Source: an optimization exercise on an open RTL-to-GDS flow (aim: small area and a short achievable clock period). Production flows keep margins and buffers that such runs may drop.
No run shown here included a check of the RTL's function; only the layout flow was run.
Power is estimated from default activity; no workload was simulated.

### flow/flow/run.sh
#!/bin/bash
# Standard layout, with port buffers of the smallest buffer cell.
set -e
export BUFFER_PORTS_ARGS="-buffer_cell sky130_fd_sc_hd__buf_1"
bash standard.sh > standard.log 2>&1
### flow/standard.sh
#!/bin/bash
# synth_recipe.tcl (not shown) runs the flow's synth.tcl, then flattens the netlist and writes it again
# the make line also repeats each setting of config.mk as NAME=value (left out here)
make -C /OpenROAD-flow-scripts/flow DESIGN_CONFIG=/design/flow/config.mk WORK_HOME=/design/flow/orfs CLKGATE_MAP_FILE= SYNTH_SCRIPT=/design/flow/synth_recipe.tcl "${@:-finish}"
### flow/config.mk
export PLATFORM = sky130hd
export DESIGN_NAME = opstack
export DESIGN_NICKNAME = opstack
export VERILOG_FILES = /design/flow/design.v
export SDC_FILE = /design/flow/constraint.sdc
export NUM_CORES = 4
export LEC_CHECK = 0
export CAP_MARGIN = 20
export CORE_MARGIN = 2
export CORE_UTILIZATION = 40
export CTS_BUF_LIST = sky130_fd_sc_hd__clkbuf_4 sky130_fd_sc_hd__clkbuf_8
export SETUP_SLACK_MARGIN = 2.5
export SLEW_MARGIN = 20
export SYNTH_HIERARCHICAL = 1
### flow/constraint.sdc
create_clock -name core_clock -period 7.0 [get_ports {clk}]
set_input_delay 1.4000 -clock core_clock [delete_from_list [all_inputs] [get_ports {clk}]]
set_output_delay 1.4000 -clock core_clock [all_outputs]
set_load 0.01 [all_outputs]
### flow/design.v
module alu(a, b, f, x, push, op, s);
  input [15:0] a, b;
  input [4:0] f;
  input [15:0] x;
  input push, op;
  output [15:0] s;
  wire f_add  = (f == 5'b00000);
  wire f_sub  = (f == 5'b00001);
  wire f_mul  = (f == 5'b00010);
  wire f_shl  = (f == 5'b00011);
  wire f_shr  = (f == 5'b00100);
  wire f_band = (f == 5'b00101);
  wire f_bor  = (f == 5'b00110);
  wire f_bxor = (f == 5'b00111);
  wire f_and  = (f == 5'b01000);
  wire f_or   = (f == 5'b01001);
  wire f_eq   = (f == 5'b01010);
  wire f_ne   = (f == 5'b01011);
  wire f_ge   = (f == 5'b01100);
  wire f_le   = (f == 5'b01101);
  wire f_gt   = (f == 5'b01110);
  wire f_lt   = (f == 5'b01111);
  wire f_neg  = (f == 5'b10000);
  wire f_bnot = (f == 5'b10001);
  wire f_not  = (f == 5'b10010);
  wire [15:0] e, ba, bo, bna;
  eqv16 eqv0(.a(a), .b(b), .e(e));
  lgc16 lgc0(.a(a), .b(b), .ba(ba), .bo(bo), .bna(bna));
  wire eq = &e;
  wire ge_u;                           
  cmp16 cmp0(.g(bna), .p(e), .c(ge_u));
  wire lt = (b[15] ^ a[15]) ? b[15] : ~ge_u;
  wire anz = |a, bnz = |b;
  wire bit0 = (f_and & anz & bnz) | (f_or & (anz | bnz)) | (f_eq & eq) |
              (f_ne & ~eq) | (f_ge & ~lt) | (f_le & (lt | eq)) |
              (f_gt & ~(lt | eq)) | (f_lt & lt) | (f_not & ~anz);
  wire big = |a[15:4];
  wire [15:0] br;
  genvar i;
  generate for (i = 0; i < 16; i = i + 1) begin : g_rev
    assign br[i] = b[15 - i];
  end endgenerate
  wire [15:0] bs = f[2] ? br : b;
  wire [15:0] sh = bs << a[3:0];
  wire [15:0] shr;
  generate for (i = 0; i < 16; i = i + 1) begin : g_rev2
    assign shr[i] = sh[15 - i];
  end endgenerate
  wire [15:0] nra, nrb;
  mul_rows mul0(.a(a), .b(b), .nra(nra), .nrb(nrb));
  wire opv  = ~push & op;
  wire hold = ~push & ~op;
  wire s_mul = opv & f_mul;
  wire s_b   = opv & (f_add | f_sub);
  wire s_ap  = opv & f_add;
  wire s_an  = opv & (f_sub | f_neg | f_bnot);
  wire s_and = opv & f_band;
  wire s_or  = opv & f_bor;
  wire s_xor = opv & f_bxor;
  wire s_shl = opv & f_shl & ~big;
  wire s_shr = opv & f_shr & ~big;
  wire s_cmp = opv;
  wire ci    = opv & (f_sub | f_neg);
  wire [15:0] lo = ({16{push}} & x) | ({16{hold}} & a) | ({16{s_b}} & b) |
                   ({16{s_and}} & ba) | ({16{s_or}} & bo) |
                   ({16{s_xor}} & ~e) | ({16{s_shl}} & sh) |
                   ({16{s_shr}} & shr) | {15'd0, s_cmp & bit0};
  wire [15:0] vo = ({16{s_ap}} & a) | ({16{s_an}} & ~a);
  wire [15:0] u, v;
  rowsel rsu(.s(s_mul), .n(nra), .o(lo), .y(u));
  rowsel rsv(.s(s_mul), .n(nrb), .o(vo), .y(v));
  add16 add0(.u(u), .v(v), .ci(ci), .s(s));
endmodule
module rowsel(s, n, o, y);
  input s;
  input [15:0] n, o;
  output [15:0] y;
  assign y = ({16{s}} & ~n) | o;
endmodule
module eqv16(a, b, e);
  input [15:0] a, b;
  output [15:0] e;
  assign e = ~(b ^ a);
endmodule
module lgc16(a, b, ba, bo, bna);
  input [15:0] a, b;
  output [15:0] ba, bo, bna;
  assign ba = b & a;
  assign bo = b | a;
  assign bna = b & ~a;
endmodule
module add16(u, v, ci, s);
  input [15:0] u, v;
  input ci;
  output [15:0] s;
  wire [15:0] p = u ^ v;
  wire [15:0] g = u & v;
  wire [15:0] c;
  prefix16 pre0(.g({g[15:1], g[0] | (p[0] & ci)}), .p(p), .c(c));
  assign s = p ^ {c[14:0], ci};
endmodule
module prefix16(g, p, c);
  input [15:0] g, p;
  output [15:0] c;
  wire [15:0] G0, P0, G1, P1, G2, P2, G3, P3, G4, P4;
  assign G0 = g;
  assign P0 = p;
  genvar i;
  generate
    for (i = 0; i < 16; i = i + 1) begin : g_pre
      if ((i % 2) >= 1) begin : l1
        assign G1[i] = G0[i] | (P0[i] & G0[(i/2)*2 + 0]);
        assign P1[i] = P0[i] & P0[(i/2)*2 + 0];
      end else begin : l1n
        assign G1[i] = G0[i]; assign P1[i] = P0[i];
      end
      if ((i % 4) >= 2) begin : l2
        assign G2[i] = G1[i] | (P1[i] & G1[(i/4)*4 + 1]);
        assign P2[i] = P1[i] & P1[(i/4)*4 + 1];
      end else begin : l2n
        assign G2[i] = G1[i]; assign P2[i] = P1[i];
      end
      if ((i % 8) >= 4) begin : l3
        assign G3[i] = G2[i] | (P2[i] & G2[(i/8)*8 + 3]);
        assign P3[i] = P2[i] & P2[(i/8)*8 + 3];
      end else begin : l3n
        assign G3[i] = G2[i]; assign P3[i] = P2[i];
      end
      if ((i % 16) >= 8) begin : l4
        assign G4[i] = G3[i] | (P3[i] & G3[7]);
        assign P4[i] = P3[i] & P3[7];
      end else begin : l4n
        assign G4[i] = G3[i]; assign P4[i] = P3[i];
      end
      assign c[i] = G4[i];
    end
  endgenerate
endmodule
module cmp16(g, p, c);
  input [15:0] g, p;
  output c;
  wire [15:0] g1 = {g[15:1], g[0] | p[0]};
  wire [7:0] G1, P1;
  wire [3:0] G2, P2;
  wire [1:0] G3, P3;
  genvar i;
  generate
    for (i = 0; i < 8; i = i + 1) begin : l1
      assign G1[i] = g1[2*i+1] | (p[2*i+1] & g1[2*i]);
      assign P1[i] = p[2*i+1] & p[2*i];
    end
    for (i = 0; i < 4; i = i + 1) begin : l2
      assign G2[i] = G1[2*i+1] | (P1[2*i+1] & G1[2*i]);
      assign P2[i] = P1[2*i+1] & P1[2*i];
    end
    for (i = 0; i < 2; i = i + 1) begin : l3
      assign G3[i] = G2[2*i+1] | (P2[2*i+1] & G2[2*i]);
      assign P3[i] = P2[2*i+1] & P2[2*i];
    end
  endgenerate
  assign c = G3[1] | (P3[1] & G3[0]);
endmodule
module mul_rows(a, b, nra, nrb);
  input [15:0] a, b;
  output [15:0] nra, nrb;   
  wire [7:0] one, two, nng;
  benc0 e0(.a1(a[1]), .a0(a[0]), .one(one[0]), .two(two[0]), .nng(nng[0]));
  genvar k;
  generate for (k = 1; k < 8; k = k + 1) begin : g_enc
    benc e(.a1(a[2*k+1]), .a0(a[2*k]), .am(a[2*k-1]), .one(one[k]), .two(two[k]), .nng(nng[k]));
  end endgenerate
  wire [15:0] npp0;
  bpp0 p0_0(.one(one[0]), .ng(~nng[0]), .b(b[0]), .npp(npp0[0]));
  bpp p0[15:1](.one(one[0]), .two(two[0]), .ng(~nng[0]), .b(b[15:1]), .bm(b[14:0]), .npp(npp0[15:1]));
  wire [13:0] npp1;
  bpp0 p1_0(.one(one[1]), .ng(~nng[1]), .b(b[0]), .npp(npp1[0]));
  bpp p1[13:1](.one(one[1]), .two(two[1]), .ng(~nng[1]), .b(b[13:1]), .bm(b[12:0]), .npp(npp1[13:1]));
  wire [11:0] npp2;
  bpp0 p2_0(.one(one[2]), .ng(~nng[2]), .b(b[0]), .npp(npp2[0]));
  bpp p2[11:1](.one(one[2]), .two(two[2]), .ng(~nng[2]), .b(b[11:1]), .bm(b[10:0]), .npp(npp2[11:1]));
  wire [9:0] npp3;
  bpp0 p3_0(.one(one[3]), .ng(~nng[3]), .b(b[0]), .npp(npp3[0]));
  bpp p3[9:1](.one(one[3]), .two(two[3]), .ng(~nng[3]), .b(b[9:1]), .bm(b[8:0]), .npp(npp3[9:1]));
  wire [7:0] npp4;
  bpp0 p4_0(.one(one[4]), .ng(~nng[4]), .b(b[0]), .npp(npp4[0]));
  bpp p4[7:1](.one(one[4]), .two(two[4]), .ng(~nng[4]), .b(b[7:1]), .bm(b[6:0]), .npp(npp4[7:1]));
  wire [5:0] npp5;
  bpp0 p5_0(.one(one[5]), .ng(~nng[5]), .b(b[0]), .npp(npp5[0]));
  bpp p5[5:1](.one(one[5]), .two(two[5]), .ng(~nng[5]), .b(b[5:1]), .bm(b[4:0]), .npp(npp5[5:1]));
  wire [3:0] npp6;
  bpp0 p6_0(.one(one[6]), .ng(~nng[6]), .b(b[0]), .npp(npp6[0]));
  bpp p6[3:1](.one(one[6]), .two(two[6]), .ng(~nng[6]), .b(b[3:1]), .bm(b[2:0]), .npp(npp6[3:1]));
  wire [1:0] npp7;
  bpp0 p7_0(.one(one[7]), .ng(~nng[7]), .b(b[0]), .npp(npp7[0]));
  bpp p7[1:1](.one(one[7]), .two(two[7]), .ng(~nng[7]), .b(b[1:1]), .bm(b[0:0]), .npp(npp7[1:1]));
  wire s1;
  wire c2;
  wire s3;
  wire c4;
  wire s5;
  wire c6;
  wire s7;
  wire c8;
  wire s9;
  wire c10;
  wire s11;
  wire c12;
  wire s13;
  wire c14;
  wire s15;
  wire c16;
  wire s17;
  wire c18;
  wire x19;
  wire x20;
  wire x21;
  wire x22;
  wire s23;
  wire c24;
  wire s25;
  wire c26;
  wire s27;
  wire c28;
  wire s29;
  wire c30;
  wire s31;
  wire c32;
  wire s33;
  wire c34;
  wire s35;
  wire c36;
  wire s37;
  wire c38;
  wire s39;
  wire c40;
  wire s41;
  wire c42;
  wire s43;
  wire c44;
  wire s45;
  wire c46;
  wire s47;
  wire c48;
  wire s49;
  wire c50;
  wire s51;
  wire c52;
  wire s53;
  wire c54;
  wire x55;
  wire x56;
  wire x57;
  wire s58;
  wire c59;
  wire s60;
  wire c61;
  wire s62;
  wire c63;
  wire s64;
  wire c65;
  wire s66;
  wire c67;
  wire s68;
  wire c69;
  wire s70;
  wire c71;
  wire s72;
  wire c73;
  wire s74;
  wire c75;
  wire s76;
  wire c77;
  wire s78;
  wire c79;
  wire x80;
  wire x81;
  wire x82;
  wire s83;
  wire c84;
  wire s85;
  wire c86;
  wire s87;
  wire c88;
  wire s89;
  wire c90;
  wire s91;
  wire c92;
  wire s93;
  wire c94;
  wire s95;
  wire c96;
  wire s97;
  wire c98;
  wire s99;
  wire c100;
  wire s101;
  wire c102;
  wire s103;
  wire c104;
  wire s105;
  wire c106;
  wire s107;
  wire c108;
  wire x109;
  wire x110;
  wire x111;
  xnr us1(.a(npp0[10]), .b(npp1[8]), .y(s1));
  orr uc2(.a(npp0[10]), .b(npp1[8]), .y(c2));
  xnr us3(.a(npp0[11]), .b(npp1[9]), .y(s3));
  orr uc4(.a(npp0[11]), .b(npp1[9]), .y(c4));
  fa us5(.a(npp0[12]), .b(npp1[10]), .c(npp2[8]), .s(s5), .co(c6));
  xnr us7(.a(npp3[6]), .b(npp4[4]), .y(s7));
  orr uc8(.a(npp3[6]), .b(npp4[4]), .y(c8));
  fa us9(.a(npp0[13]), .b(npp1[11]), .c(npp2[9]), .s(s9), .co(c10));
  xnr us11(.a(npp3[7]), .b(npp4[5]), .y(s11));
  orr uc12(.a(npp3[7]), .b(npp4[5]), .y(c12));
  fa us13(.a(npp0[14]), .b(npp1[12]), .c(npp2[10]), .s(s13), .co(c14));
  fa us15(.a(npp3[8]), .b(npp4[6]), .c(npp5[4]), .s(s15), .co(c16));
  xnr us17(.a(npp6[2]), .b(npp7[0]), .y(s17));
  orr uc18(.a(npp6[2]), .b(npp7[0]), .y(c18));
  assign x19 = npp0[15] ^ npp1[13];
  assign x20 = npp2[11] ^ npp3[9];
  assign x21 = npp4[7] ^ npp5[5];
  assign x22 = npp6[3] ^ npp7[1];
  xnr us23(.a(npp0[6]), .b(npp1[4]), .y(s23));
  orr uc24(.a(npp0[6]), .b(npp1[4]), .y(c24));
  xnr us25(.a(npp0[7]), .b(npp1[5]), .y(s25));
  orr uc26(.a(npp0[7]), .b(npp1[5]), .y(c26));
  fa us27(.a(npp0[8]), .b(npp1[6]), .c(npp2[4]), .s(s27), .co(c28));
  xnr us29(.a(npp3[2]), .b(npp4[0]), .y(s29));
  orr uc30(.a(npp3[2]), .b(npp4[0]), .y(c30));
  fa us31(.a(npp0[9]), .b(npp1[7]), .c(npp2[5]), .s(s31), .co(c32));
  xnr us33(.a(npp3[3]), .b(npp4[1]), .y(s33));
  orr uc34(.a(npp3[3]), .b(npp4[1]), .y(c34));
  fa us35(.a(npp2[6]), .b(npp3[4]), .c(npp4[2]), .s(s35), .co(c36));
  fa us37(.a(npp5[0]), .b(nng[5]), .c(s1), .s(s37), .co(c38));
  fa us39(.a(npp2[7]), .b(npp3[5]), .c(npp4[3]), .s(s39), .co(c40));
  fa us41(.a(npp5[1]), .b(c2), .c(s3), .s(s41), .co(c42));
  fa us43(.a(npp5[2]), .b(npp6[0]), .c(nng[6]), .s(s43), .co(c44));
  fa us45(.a(c4), .b(s5), .c(s7), .s(s45), .co(c46));
  fa us47(.a(npp5[3]), .b(npp6[1]), .c(c6), .s(s47), .co(c48));
  fa us49(.a(c8), .b(s9), .c(s11), .s(s49), .co(c50));
  fa us51(.a(nng[7]), .b(c10), .c(c12), .s(s51), .co(c52));
  fa us53(.a(s13), .b(s15), .c(s17), .s(s53), .co(c54));
  assign x55 = c14 ^ c16;
  assign x56 = c18 ^ x19;
  assign x57 = x20 ^ x21;
  xnr us58(.a(npp0[4]), .b(npp1[2]), .y(s58));
  orr uc59(.a(npp0[4]), .b(npp1[2]), .y(c59));
  xnr us60(.a(npp0[5]), .b(npp1[3]), .y(s60));
  orr uc61(.a(npp0[5]), .b(npp1[3]), .y(c61));
  fa us62(.a(npp2[2]), .b(npp3[0]), .c(nng[3]), .s(s62), .co(c63));
  fa us64(.a(npp2[3]), .b(npp3[1]), .c(c24), .s(s64), .co(c65));
  fa us66(.a(nng[4]), .b(c26), .c(s27), .s(s66), .co(c67));
  fa us68(.a(c28), .b(c30), .c(s31), .s(s68), .co(c69));
  fa us70(.a(c32), .b(c34), .c(s35), .s(s70), .co(c71));
  fa us72(.a(c36), .b(c38), .c(s39), .s(s72), .co(c73));
  fa us74(.a(c40), .b(c42), .c(s43), .s(s74), .co(c75));
  fa us76(.a(c44), .b(c46), .c(s47), .s(s76), .co(c77));
  fa us78(.a(c48), .b(c50), .c(s51), .s(s78), .co(c79));
  assign x80 = x22 ^ c52;
  assign x81 = c54 ^ x55;
  assign x82 = x56 ^ x57;
  xnr us83(.a(npp0[2]), .b(npp1[0]), .y(s83));
  orr uc84(.a(npp0[2]), .b(npp1[0]), .y(c84));
  xnr us85(.a(npp0[3]), .b(npp1[1]), .y(s85));
  orr uc86(.a(npp0[3]), .b(npp1[1]), .y(c86));
  fa us87(.a(npp2[0]), .b(nng[2]), .c(s58), .s(s87), .co(c88));
  fa us89(.a(npp2[1]), .b(c59), .c(s60), .s(s89), .co(c90));
  fa us91(.a(s23), .b(c61), .c(s62), .s(s91), .co(c92));
  fa us93(.a(s25), .b(c63), .c(s64), .s(s93), .co(c94));
  fa us95(.a(s29), .b(c65), .c(s66), .s(s95), .co(c96));
  fa us97(.a(s33), .b(c67), .c(s68), .s(s97), .co(c98));
  fa us99(.a(s37), .b(c69), .c(s70), .s(s99), .co(c100));
  fa us101(.a(s41), .b(c71), .c(s72), .s(s101), .co(c102));
  fa us103(.a(s45), .b(c73), .c(s74), .s(s103), .co(c104));
  fa us105(.a(s49), .b(c75), .c(s76), .s(s105), .co(c106));
  fa us107(.a(s53), .b(c77), .c(s78), .s(s107), .co(c108));
  assign x109 = c79 ^ x80;
  assign x110 = x81 ^ x82;
  assign x111 = c108 ^ x109;
  assign nra = {~x110, c106, c104, c102, c100, c98, c96, c94, c92, c90, c88, c86, c84, nng[1], npp0[1], npp0[0]};
  assign nrb = {x111, s107, s105, s103, s101, s99, s97, s95, s93, s91, s89, s87, s85, s83, 1'b1, nng[0]};
endmodule
module benc(a1, a0, am, one, two, nng);
  input a1, a0, am;
  output one, two, nng;
  assign one = a0 ^ am;
  assign two = (a1 & ~a0 & ~am) | (~a1 & a0 & am);
  assign nng = ~a1;
endmodule
module benc0(a1, a0, one, two, nng);
  input a1, a0;
  output one, two, nng;
  assign one = a0;
  assign two = a1 & ~a0;
  assign nng = ~a1;
endmodule
module bpp(one, two, ng, b, bm, npp);
  input one, two, ng, b, bm;
  output npp;
  assign npp = ~(((one & b) | (two & bm)) ^ ng);
endmodule
module bpp0(one, ng, b, npp);
  input one, ng, b;
  output npp;
  assign npp = ~((one & b) ^ ng);
endmodule
module fa(a, b, c, s, co);
  input a, b, c;
  output s, co;
  assign s = a ^ b ^ c;
  assign co = (a & b) | (a & c) | (b & c);
endmodule
module xnr(a, b, y);
  input a, b;
  output y;
  assign y = ~(a ^ b);
endmodule
module orr(a, b, y);
  input a, b;
  output y;
  assign y = a | b;
endmodule
module stack(clk, push, pop, d, qtop, qnext);
  parameter N=16;
  input clk, push, pop;
  input [N-1:0] d;
  output [N-1:0] qtop, qnext;
  reg [N-1:0] q[0:3];
  wire [N-1:0] n1, n2, n3;
  assign qtop=q[0];
  assign qnext=q[1];
  wire dn = push;             
  wire up = pop & ~push;      
  wire hd = ~push & ~pop;     
  sel3 #(N) m1(.s0(dn), .s1(up), .s2(hd), .a(q[0]), .b(q[2]), .c(q[1]), .y(n1));
  sel3 #(N) m2(.s0(dn), .s1(up), .s2(hd), .a(q[1]), .b(q[3]), .c(q[2]), .y(n2));
  sel2 #(N) m3(.s0(dn), .s1(hd), .a(q[2]), .b(q[3]), .y(n3));
  always @(posedge clk)
    begin
      q[0] <= d;
      q[1] <= n1;
      q[2] <= n2;
      q[3] <= n3;
    end
endmodule
module sel3(s0, s1, s2, a, b, c, y);
  parameter N=16;
  input s0, s1, s2;
  input [N-1:0] a, b, c;
  output [N-1:0] y;
  assign y = ({N{s0}} & a) | ({N{s1}} & b) | ({N{s2}} & c);
endmodule
module sel2(s0, s1, a, b, y);
  parameter N=16;
  input s0, s1;
  input [N-1:0] a, b;
  output [N-1:0] y;
  assign y = ({N{s0}} & a) | ({N{s1}} & b);
endmodule
module opstack(clk, num, op, x, qtop);
  input clk, num, op;
  input [15:0] x;
  output [15:0] qtop;
  wire [15:0] qnext, d;
  wire push, pop;
  alu alu0(.a(qtop), .b(qnext), .f(x[4:0]), .x(x), .push(num), .op(op), .s(d));
  stack stack0(clk, push, pop, d, qtop, qnext);
  assign push=num;
  assign pop=op&~x[4];
endmodule
==> results of run 1 <==
==> cells in the final DEF (no fill, tap or decap), types with 17 or more instances in the layout <==
| cell type | n |
|---|---|
| and2_1 | 17 |
| xor2_1 | 91 |
| buf_4 | 78 |
| or2_1 | 31 |
| buf_1 | 27 |
| nor2_1 | 38 |
| inv_1 | 79 |
| nand2_1 | 53 |
| nor2b_1 | 21 |
| dfxtp_1 | 46 |
| a21o_1 | 29 |
| a222oi_1 | 36 |
| xnor2_1 | 38 |
| a22oi_2 | 64 |
| o21ai_0 | 39 |
| fa_1 | 34 |
==> power by group <==
part / switching, µW / internal, µW / leakage (µW)
sequential: 152 / 436 / 0.000539
clock: 157 / 161 / 0.0000948
combinational: 1270 / 1060 / 0.00353
==> layer usage <==
metal | up-vias | routed length, µm | GRT usage (%)
li1 | 3637 | - | -
met1 | 3909 | 12900 | 36.1
met4 | 0 | 683 | 7.13
met3 | 43 | 2300 | 3.56
met5 | - | 0 | 0
met2 | 375 | 12900 | 39.0
==> metrics by stage <==
stage               power (µW)  hold WS [ps]
finish                    3240           476
global route              3520           484
CTS                       3140           473
detailed placement        2700           457
global placement          2670           451
floorplan                 2610           437
==> what timing repair did <==
item                       4_1_cts  5_1_grt
pin swaps                        8       18
setup endpoints to repair       14        9
gates cloned                     0        2
resized for setup               48       42
setup buffers                   43       26
hold buffers                     0        0
==> worst min path at each step <==
| stage | slack, ps | start | endpoint |
|---|---|---|---|
| floorplan | 440 | stack0.q[3][14] | stack0.q[2][14] |
| global placement | 450 | stack0.q[3][11] | stack0.q[3][11] |
| detailed placement | 460 | stack0.q[3][12] | stack0.q[3][12] |
| CTS | 470 | stack0.q[3][7] | stack0.q[2][7] |
| global route | 480 | stack0.q[3][7] | stack0.q[3][7] |
| finish | 480 | stack0.q[3][12] | stack0.q[3][12] |
==> worst max-delay path, stage by stage <==
cell and delay (ps):
buf_16 110, buf_8 120, mux4_2 510, and2_4 180, a31oi_2 190, mux2_4 190
a21o_1 150, o221ai_2 130, a21o_2 240, ha_4 240, a21o_1 190, a22o_1 240
or2_1 260, a21o_1 190, a21o_1 190, xor2_1 130
==> layout make-up <==
class / instances / area [µm²]
Fill cell: 2040 / 11100
Multi-Input combinational cell: 748 / 6880
Sequential cell: 64 / 1320
Timing Repair Buffer: 129 / 1040
Tap cell: 275 / 344
Inverter: 85 / 330
Clock buffer: 9 / 124
Clock inverter: 6 / 61.3
==> qor.tcl, run 1 <==
set qor(drtIter0Drc) 827
set qor(cts-buffers-inserted) 9
set qor(worstPathMaxFanout) 7
set qor(synthesis.yosys.warnings) 9
set qor(dp.final_hpwl_mm) 19.1
set qor(synthesis.instances) 971
set qor(finalNonFillerCells) 1316
set qor(crit_path_end_kind) {flop}
set qor(area_growth_pct) 16.0
set qor(layout_min_cycle_time_ps) 4430
set qor(drv_slew) 0
set qor(post_synthesis_instance_area_um2) 8710
set qor(worst_slew_pin_slew_ps) 1010
set qor(dp_cell_count) 1230
set qor(timing.critical_path.from_type) {input port}
set qor(tritoncts) {done}
set qor(r2r_slack_ps) 2630
set qor(globalplace.congestion) 0.937
set qor(vdd.ir_drop.worst_uv) 158
set qor(cts.path.max_buffers) 2
set qor(antenna-diode-count) 0
set qor(drc) 0
set qor(finalCoreUtilization_pct) 47.6
set qor(antenna_violating_nets_post_route) 0
set qor(crit_type) {input port to flop}
set qor(first_pass_grt_wire_length_mm) 44.1
set qor(mappedNetlistNets) 1042
set qor(clockRootBuffer) {clkbuf_8}
set qor(power.density_nw_per_um2) 321
set qor(nets) 1108
set qor(port_buffers) 34
set qor(min_period_over_period_pct) 63.3
set qor(detail_route.wirelength_mm) 28.8
set qor(globalRoute.totalOverflow) 0
set qor(timing.rr.end) {stack0.q[0][7]}
set qor(worst_setup_hold_path_clk_slew_ps) 70
set qor(setup_slack_after_layout_ps) 2570
set qor(power.leakage_uw) 0.00417
set qor(area_of_the_die_um2) 23000
set qor(final_area_um2) 10100
set qor(boundaryPins) 35
set qor(cp.arrival_ps) 4660
set qor(achievable_frequency_mhz) 226
set qor(max-cap-violations) 0
set qor(number_of_flip_flops_under_the_largest_register_name) 64
set qor(top_regs) {stack0.q x64}
set qor(worstHoldPathCells) 1
set qor(grt_max_degree) 54
set qor(setup.worst_path.end) {stack0.q[0][7]}
set qor(vias) 7964
set qor(fp.dieH_um) 152
set qor(worstPathRequired_ps) 7230
set qor(first_global_vias) 7513
set qor(registers.top_by_ff_count) {stack0.q}
set qor(design.core.area_um2) 21200
set qor(hp-class) {flop to flop}
set qor(critPathLaunch) {x[2]}
set qor(crit-reg2reg-launch) {stack0.q[1][8]}
set qor(grt_antenna_before_repair) 0
set qor(initial_core_util_pct) 41.0
set qor(worst_skew_pair.late_latency_ps) 340
set qor(drt-vias-per-instance) 6.05
set qor(finalSetupTns_ps) 0
set qor(grt_setup_unrepaired) {true}
set qor(timing.final.hold_violations) 0
set qor(die_width_um) 152
set qor(finalSetupViolCount) 0
set qor(h_tree_levels) 3
set qor(worst-r2r-cell-count) 16
set qor(synth_area_per_cell_um2) 8.97
set qor(worst_clock_skew_ps) 12.1
set qor(dpl-instance-area_um2) 8920
set qor(timing.slew.headroom_pct) 32.4
set qor(track_usage_pct) 25.1
set qor(outcome) {timing/DRC/antenna clean}
set qor(drt_pass1_iterations) 9
set qor(sink_count) 64
set qor(floorplan.rows) 53
set qor(post_drt_wl_per_cell_um) 21.9
set qor(place_ws_ps) 1080
set qor(drive_gt1_share_pct) 29.2
==> inputs of run 2 (changes only) <==
--- a/flow/config.mk
+++ b/flow/config.mk
@@ -9,6 +9,6 @@
 export CORE_MARGIN = 2
 export CORE_UTILIZATION = 40
 export CTS_BUF_LIST = sky130_fd_sc_hd__clkbuf_4 sky130_fd_sc_hd__clkbuf_8
-export SETUP_SLACK_MARGIN = 2.5
+export SETUP_SLACK_MARGIN = 2.0
 export SLEW_MARGIN = 20
 export SYNTH_HIERARCHICAL = 1
==> run 2 against run 1 <==
Critical path type unchanged. Worst setup slack worse by 400 ps. Global-route usage down 1.0 points. Combinational power down 9.4%. Final area down 7.9%. Still clean on timing, DRC and antenna. Sequential share of layout area up 0.83 points.
==> qor.tcl, run 2 <==
set qor(clkPwrFrac_pct) 10.2 ;# was 9.8%
set qor(hp-class) {flop to flop} ;# unchanged
set qor(globalRoute.totalOverflow) 0 ;# unchanged
set qor(drive_gt1_share_pct) 20.5 ;# was 29.2%
set qor(drtIter0Drc) 811 ;# was 827
set qor(cp.arrival_ps) 5080 ;# was 4660 ps
set qor(worst_slew_pin_slew_ps) 1040 ;# was 1010 ps
set qor(timing.final.hold_violations) 0 ;# unchanged
set qor(vias) 7660 ;# was 7,964
set qor(p_int_uw) 1510 ;# was 1660 µW
set qor(worstPathMaxFanout) 14 ;# was 7
set qor(hold_start) {stack0.q[3][14]} ;# was stack0.q[3][12]
set qor(power_frac_comb_pct) 69.7 ;# was 72.0%
set qor(finalSetupTns_ps) 0 ;# unchanged
set qor(max-cap-violations) 0 ;# unchanged
set qor(drt_pass1_iterations) 7 ;# was 9
set qor(port_buffers) 34 ;# unchanged
set qor(synthesis.instances) 971 ;# unchanged
set qor(worst-r2r-cell-count) 17 ;# was 16
set qor(layout_min_cycle_time_ps) 4840 ;# was 4430 ps
set qor(fill_cells) 2153 ;# was 2,040
set qor(worst_skew_pair.late_latency_ps) 360 ;# was 340 ps
set qor(initial_core_util_pct) 41.0 ;# unchanged
set qor(seqPwrFrac_pct) 20.1 ;# was 18.2%
set qor(vdd.ir_drop.worst_uv) 217 ;# was 158 µV
set qor(first_pass_grt_wire_length_mm) 42.2 ;# was 44.1 mm
set qor(switchingPower_uw) 1520 ;# was 1580 µW
set qor(cts_hold_buf) 0 ;# unchanged
set qor(sink_count) 64 ;# unchanged
set qor(synthesis.yosys.warnings) 9 ;# unchanged
set qor(drt-vias-per-instance) 6.06 ;# was 6.05
set qor(r2r_slack_ps) 2190 ;# was 2630 ps
set qor(fp.dieH_um) 152 ;# unchanged
set qor(boundaryPins) 35 ;# unchanged
set qor(worstPathRequired_ps) 7250 ;# was 7230 ps
set qor(dp.final_hpwl_mm) 19.4 ;# was 19.1 mm
set qor(synth_area_per_cell_um2) 8.97 ;# unchanged
set qor(first_global_vias) 7250 ;# was 7,513
set qor(timing.slew.headroom_pct) 30.6 ;# was 32.4%
set qor(h_tree_levels) 3 ;# unchanged
set qor(power.leakage_uw) 0.00382 ;# was 0.00417 µW
set qor(final_area_um2) 9300 ;# was 10,100 µm²
set qor(nets) 1055 ;# was 1,108
set qor(worst_setup_hold_path_clk_slew_ps) 80 ;# was 70 ps
set qor(number_of_flip_flops_under_the_largest_register_name) 64 ;# unchanged
set qor(cts-buffers-inserted) 9 ;# unchanged
set qor(die_width_um) 152 ;# unchanged
set qor(worstHoldPathCells) 2 ;# was 1
set qor(grt_max_degree) 74 ;# was 54
set qor(grt_setup_unrepaired) {true} ;# unchanged
set qor(crit_type) {input port to flop} ;# unchanged
set qor(finalSetupViolCount) 0 ;# unchanged
set qor(cts.path.max_buffers) 2 ;# unchanged
set qor(grt_antenna_before_repair) 1 ;# was 0
set qor(min_period_over_period_pct) 69.1 ;# was 63.3%
set qor(antenna-diode-count) 0 ;# unchanged
set qor(achievable_frequency_mhz) 207 ;# was 226 MHz
set qor(outcome) {timing/DRC/antenna clean} ;# unchanged
set qor(post_synthesis_instance_area_um2) 8710 ;# unchanged
set qor(detail_route.wirelength_mm) 26.8 ;# was 28.8 mm
set qor(track_usage_pct) 24.0 ;# was 25.1%
set qor(top_regs) {stack0.q x64} ;# unchanged
set qor(timing.critical_path.from_type) {input port} ;# unchanged
set qor(design.core.area_um2) 21200 ;# unchanged
set qor(area_of_the_die_um2) 23000 ;# unchanged
set qor(timing.rr.end) {stack0.q[0][13]} ;# was stack0.q[0][7]
set qor(final_cell_mix) {95 x xor2_1, 80 x inv_1, 64 x a22oi_2} ;# was 91 x xor2_1, 79 x inv_1, 78 x buf_4
set qor(leading_cell_type_in_the_layout_fill_and_taps_excluded) {xor2_1} ;# unchanged
set qor(crit_path_end_kind) {flop} ;# unchanged
set qor(worst_hold_path.endpoint) {stack0.q[2][14]} ;# was stack0.q[3][12]
set qor(clockRootBuffer) {clkbuf_8} ;# unchanged
set qor(switching_share_pct) 50.2 ;# was 48.7%
set qor(area_growth_pct) 6.78 ;# was 16.0%
set qor(mappedNetlistNets) 1042 ;# unchanged
set qor(post_drt_wl_per_cell_um) 21.2 ;# was 21.9 µm
set qor(worst_clock_skew_ps) 11.8 ;# was 12.1 ps
set qor(antenna_violating_nets_post_route) 0 ;# unchanged
set qor(tritoncts) {done} ;# unchanged
set qor(floorplan.rows) 53 ;# unchanged
set qor(drv_slew) 0 ;# unchanged
set qor(crit-reg2reg-launch) {stack0.q[0][2]} ;# was stack0.q[1][8]
set qor(globalplace.congestion) 0.918 ;# was 0.937
set qor(registers.top_by_ff_count) {stack0.q} ;# unchanged
set qor(drc) 0 ;# unchanged
set qor(power.density_nw_per_um2) 325 ;# was 321 nW/µm²
set qor(dpl-instance-area_um2) 8870 ;# was 8920 µm²
run 2: routing by layer:
layer  routed length [µm]  GRT usage, %
met5                    0             0
met4                  824          8.15
met3                 1920          4.13
met2                11900          37.1
met1                12200          34.0
run 2: how the worst max path moves through the flow:
stage,from,to
after global routing,stack0.q[0][2],stack0.q[0][13]
after floorplan,stack0.q[0][3],stack0.q[0][15]
after global placement,x[2],stack0.q[0][13]
after CTS,x[2],stack0.q[0][13]
after detailed placement,x[2],stack0.q[0][13]
final,x[2],stack0.q[0][13]
run 2: what timing repair did:
item                                    4_1_cts  5_1_grt
endpoints found under the setup margin       10        9
gates resized for setup                       5       20
hold endpoints to repair                      0        0
buffers inserted                              0       15
pin swaps                                     0        2
run 2: critical path, stage by stage:
cell	delay (ps)
clkbuf_4	250
mux4_2	550
a21oi_1	450
mux2_2	300
a21o_1	180
o221ai_2	120
a21o_2	210
ha_1	320
a21o_1	220
a22o_1	240
a41o_4	310
a21oi_4	160
inv_2	60
a21o_1	180
xor2_1	140
run 2: layout make-up:
| type | count | area [µm²] | share of cell area (%) |
|---|---|---|---|
| Multi-Input combinational cell | 747 | 6650 | 71.5 |
| Sequential cell | 64 | 1290 | 13.9 |
| Timing Repair Buffer | 77 | 505 | 5.43 |
| Tap cell | 275 | 344 | 3.70 |
| Inverter | 85 | 327 | 3.51 |
| Clock buffer | 10 | 138 | 1.48 |
| Clock inverter | 6 | 43.8 | 0.471 |
run 2: power by group through the flow:
stage	clock, µW	sequential [µW]	combinational (µW)
floorplan	0	589	2000
global placement	0	605	2060
detailed placement	0	608	2070
global route	328	621	2360
CTS	317	601	2080
finish	308	608	2110
run 2: stage by stage:
step	instances	power, µW	setup slack, ps	util, %	hold WS, ps
after global placement	1233	2670	1250	41.8	452
after detailed placement	1233	2680	1210	41.8	457
final	1264	3030	2160	43.8	473
after floorplan	971	2590	2030	-	437
after CTS	1249	3000	1970	42.8	479
after global routing	1264	3310	1970	43.8	489

[what the ideal ports hide]
No port has a modelled driver above. Below, the same layouts with a new extraction and two added sets of constraints. Step 1, drivers: a clkbuf_16 drives clk and a buf_2 each remaining input, both assumed. Step 2 also shifts input and output timing later by t, the mid clock arrival at the registers, as if the neighbouring blocks saw the same clock. Slacks: no drivers / after step 1 / after step 2; pairs: no drivers / after step 1.
| run | t, ns | setup slack, ns | pins driven straight from the clock port |
|---|---|---|---|
| run 1 | 0.378 | 2.568 / 2.481 / 2.103 | 1 |
| run 2 | 0.395 | 2.165 / 2.183 / 1.788 | 1 |
After both steps setup and hold are still met in every run listed. The setup slack of run 1, which loses most, moves by -0.087 ns with the drivers and by -0.465 ns with both steps.
